From an optimization exercise on the open Yosys and OpenROAD flow, aimed at small area; shortcuts taken in it are not production practice. In this exercise RTL edits were held to simulation tests only and were not proved equivalent to the original. No activity file was given, so power comes from the tool's default toggle rates. No driver is modelled on the clock port, so clocking that relies on it looks cheaper here than on a real chip.

## param_synch_fifo
module param_synch_fifo #(parameter WIDTH = 16,
                          parameter DEPTH = 32,
                          parameter PTR_WIDTH = 6) (clk,rstn,write,read,din,dout,empty,full);
input clk,rstn;
input write,read;
input [WIDTH-1:0] din;
output reg [WIDTH-1:0] dout;
output wire empty, full;
localparam AW = PTR_WIDTH-1;
reg [AW-1:0] idx;
reg e;
reg p;
assign empty = e;
assign full = ~e & (&idx);
wire push = write & ~full;
wire pop  = read & ~e;
wire pushn = ~push;
always @(posedge clk or negedge rstn)
begin
		if (!rstn)
				p <= 1'b0;
		else
				p <= ~p;
end
wire [WIDTH-1:0] word [0:DEPTH];
assign word[0] = din ^ {WIDTH{p}};
genvar g, b;
generate
		for (g = 0; g < DEPTH; g = g + 1) begin : gw
				reg [WIDTH-1:0] w;
				wire [WIDTH-1:0] nx;
				for (b = 0; b < WIDTH; b = b + 1) begin : gb
						fifo_o22ai u (.a1(word[g][b]), .a2(pushn), .b1(w[b]), .b2(push), .y(nx[b]));
				end
				always @(posedge clk)
						w <= nx;
				assign word[g+1] = w;
		end
endgenerate
wire up = push & ~pop;
wire dn = pop & ~push;
always @(posedge clk)
begin
		idx <= e ? {AW{1'b0}} : idx + {{(AW-1){dn}}, up | dn};
end
always @(posedge clk or negedge rstn)
begin
		if (!rstn)
				e <= 1'b1;
		else if (push)
				e <= 1'b0;
		else if (pop & (idx == {AW{1'b0}}))
				e <= 1'b1;
end
wire [DEPTH:0] sel;
generate
		for (g = 0; g < DEPTH; g = g + 1) begin : gsel
				assign sel[g] = pop & (idx == g);
		end
endgenerate
assign sel[DEPTH] = ~pop;
localparam NG = (DEPTH+1)/3;
wire [WIDTH-1:0] src [0:DEPTH];
generate
		for (g = 0; g < DEPTH; g = g + 1) begin : gsrc
				assign src[g] = word[g+1];
		end
endgenerate
assign src[DEPTH] = dout;
wire [WIDTH-1:0] rdata;
wire fix = pop & p;
generate
		for (b = 0; b < WIDTH; b = b + 1) begin : gbit
				wire [NG-1:0] q;
				for (g = 0; g < NG; g = g + 1) begin : ggrp
						fifo_aoi222 u (.a1(sel[3*g]),   .a2(src[3*g][b]),
  ...
For scale: roughly 540 flip-flops, ~38 I/O pins, ~17000 sq um of cells after synthesis.
==> flow/config.mk <==
export PLATFORM = sky130hd
export DESIGN_NAME = param_synch_fifo
export DESIGN_NICKNAME = param_synch_fifo
export VERILOG_FILES = /design/flow/design.v
export SDC_FILE = /design/flow/constraint.sdc
export NUM_CORES = 4
export LEC_CHECK = 0
export CAP_MARGIN = 5
export CORE_MARGIN = 2
export CORE_UTILIZATION = 65
export PLACE_DENSITY = 0.75
export SLEW_MARGIN = 5
export SYNTH_HIERARCHICAL = 1
==> flow/constraint.sdc <==
create_clock -name core_clock -period 5.0 [get_ports {clk}]
set_input_delay 1.0000 -clock core_clock [delete_from_list [all_inputs] [get_ports {clk}]]
set_output_delay 1.0000 -clock core_clock [all_outputs]
set_load 0.01 [all_outputs]
standard.sh (not shown) runs the stock make flow with config.mk's settings and CLKGATE_MAP_FILE= SYNTH_SCRIPT=/design/flow/synth_recipe.tcl, a recipe that flattens the netlist after the stock synthesis.
==> flow/flow/run.sh <==
#!/bin/bash
# Own layout flow: the standard flow (standard.sh) with two changes:
#  - port buffers use the smallest buffer cell (buf_1) instead of the
#    default pick, still one buffer on every input and output port;
#  - clock tree synthesis without dummy loads, with clkbuf_8 leaf buffers.
# Each tool's output goes to a log in this folder.
set -o pipefail
cp standard.sh standard_sh_copy.log
export BUFFER_PORTS_ARGS="-buffer_cell sky130_fd_sc_hd__buf_1"
export CTS_ARGS="-sink_clustering_enable -repair_clock_nets -dont_use_dummy_load -buf_list sky130_fd_sc_hd__clkbuf_8 -sink_clustering_size 18 -sink_clustering_max_diameter 45"
bash standard.sh > standard_flow.log 2>&1
Rerun with:
==> flow/flow/run.sh (replaced) <==
#!/bin/bash
# Own layout flow: the standard flow (standard.sh) with two changes:
#  - port buffers use the smallest buffer cell (buf_1) instead of the
#    default pick, still one buffer on every input and output port;
#  - clock tree synthesis without dummy loads, with clkbuf_16 leaf buffers.
# Each tool's output goes to a log in this folder.
set -o pipefail
cp standard.sh standard_sh_copy.log
export BUFFER_PORTS_ARGS="-buffer_cell sky130_fd_sc_hd__buf_1"
export CTS_ARGS="-sink_clustering_enable -repair_clock_nets -dont_use_dummy_load -buf_list sky130_fd_sc_hd__clkbuf_16 -sink_clustering_size 30 -sink_clustering_max_diameter 80"
bash standard.sh > standard_flow.log 2>&1
GPL_TIMING_DRIVEN = 0   (was not set)
Result: Total power is lower by 0.50%. Clock power is lower by about 5%. Via count hardly moves.
Rerun with:
==> flow/flow/run.sh (replaced) <==
#!/bin/bash
# Own layout flow: the standard flow (standard.sh) with these changes:
#  - port buffers use the smallest buffer cell (buf_1) instead of the
#    default pick, still one buffer on every input and output port;
#  - clock tree synthesis without dummy loads, with clkbuf_16 buffers;
#  - after global routing, cells on paths with positive slack are
#    downsized (ORFS's RECOVER_POWER step, any footprint).
# Each tool's output goes to a log in this folder.
set -o pipefail
cp standard.sh standard_sh_copy.log
export BUFFER_PORTS_ARGS="-buffer_cell sky130_fd_sc_hd__buf_1"
export CTS_ARGS="-sink_clustering_enable -repair_clock_nets -dont_use_dummy_load -buf_list sky130_fd_sc_hd__clkbuf_16 -sink_clustering_size 30 -sink_clustering_max_diameter 80"
export RECOVER_POWER=100
export MATCH_CELL_FOOTPRINT=0
bash standard.sh > standard_flow.log 2>&1
GPL_TIMING_DRIVEN = not set   (was 0)
What happened: This time the run finished but fails on capacitance limit, slew limit; cell area fell by a few percent; maximum frequency hardly moves; count of clock-buffer cells in the layout stays the same; wire length climbs by a few percent; sequential share of layout area grows by 1.2 points; core utilization came out lower by 1.5 points; via count decreases slightly; worst setup slack gets worse by 0.011 ns; register-to-register slack is about the same; worst hold slack is about the same.
Rerun with:
==> flow/flow/run.sh (replaced) <==
#!/bin/bash
# Own layout flow: the standard flow (standard.sh) with these changes:
#  - port buffers use the smallest buffer cell (buf_1) instead of the
#    default pick, still one buffer on every input and output port;
#  - clock tree synthesis without dummy loads, with clkbuf_16 buffers;
# Each tool's output goes to a log in this folder.
set -o pipefail
cp standard.sh standard_sh_copy.log
export BUFFER_PORTS_ARGS="-buffer_cell sky130_fd_sc_hd__buf_1"
export CTS_ARGS="-sink_clustering_enable -repair_clock_nets -dont_use_dummy_load -buf_list sky130_fd_sc_hd__clkbuf_16 -sink_clustering_size 34 -sink_clustering_max_diameter 90"
bash standard.sh > standard_flow.log 2>&1
The changed run produced a clean layout.
First-iteration DRC count came out higher by 9.5%.
Via count barely changes.
Design area stays flat.

==> afterwards: timing with drivers on the ports <==
The flow's constraints put no driver on any port. The routed layouts listed below were extracted and timed again, unchanged, in two steps.
Step 1 sets driving cells, clkbuf_16 on the clock port and buf_2 on the other inputs (assumed; they add their load-dependent delay and slew).
Step 2 adds t to the input delays and takes it off the output delays; t is the mean of the earliest and latest rising clock arrival at the registers after step 1. Input paths then give back, and output paths get back, about the clock's delay inside the block.
Three values: no drivers, after step 1, after step 2; two values: the first two.
| run | t, ns | slack for setup (ns) | worst setup path after step 2 | worst data-port slew with drivers (ns) | pins driven straight from the clock port |
|---|---|---|---|---|---|
| the first run | 0.615 | 1.437 / 1.437 / 1.363 | input to register | 0.03 | 1 |
| the second run | 0.590 | 0.955 / 0.955 / 0.632 | input to register | 0.04 | 1 |
| the third run | 0.589 | 0.944 / 0.944 / 0.523 | input to register | 0.03 | 1 |
| the fourth run | 0.595 | 1.494 / 1.494 / 1.390 | input to register | 0.03 | 1 |
For the third run, which loses most, drivers alone change the setup slack by 0.000 ns; drivers and shift together by -0.421 ns.
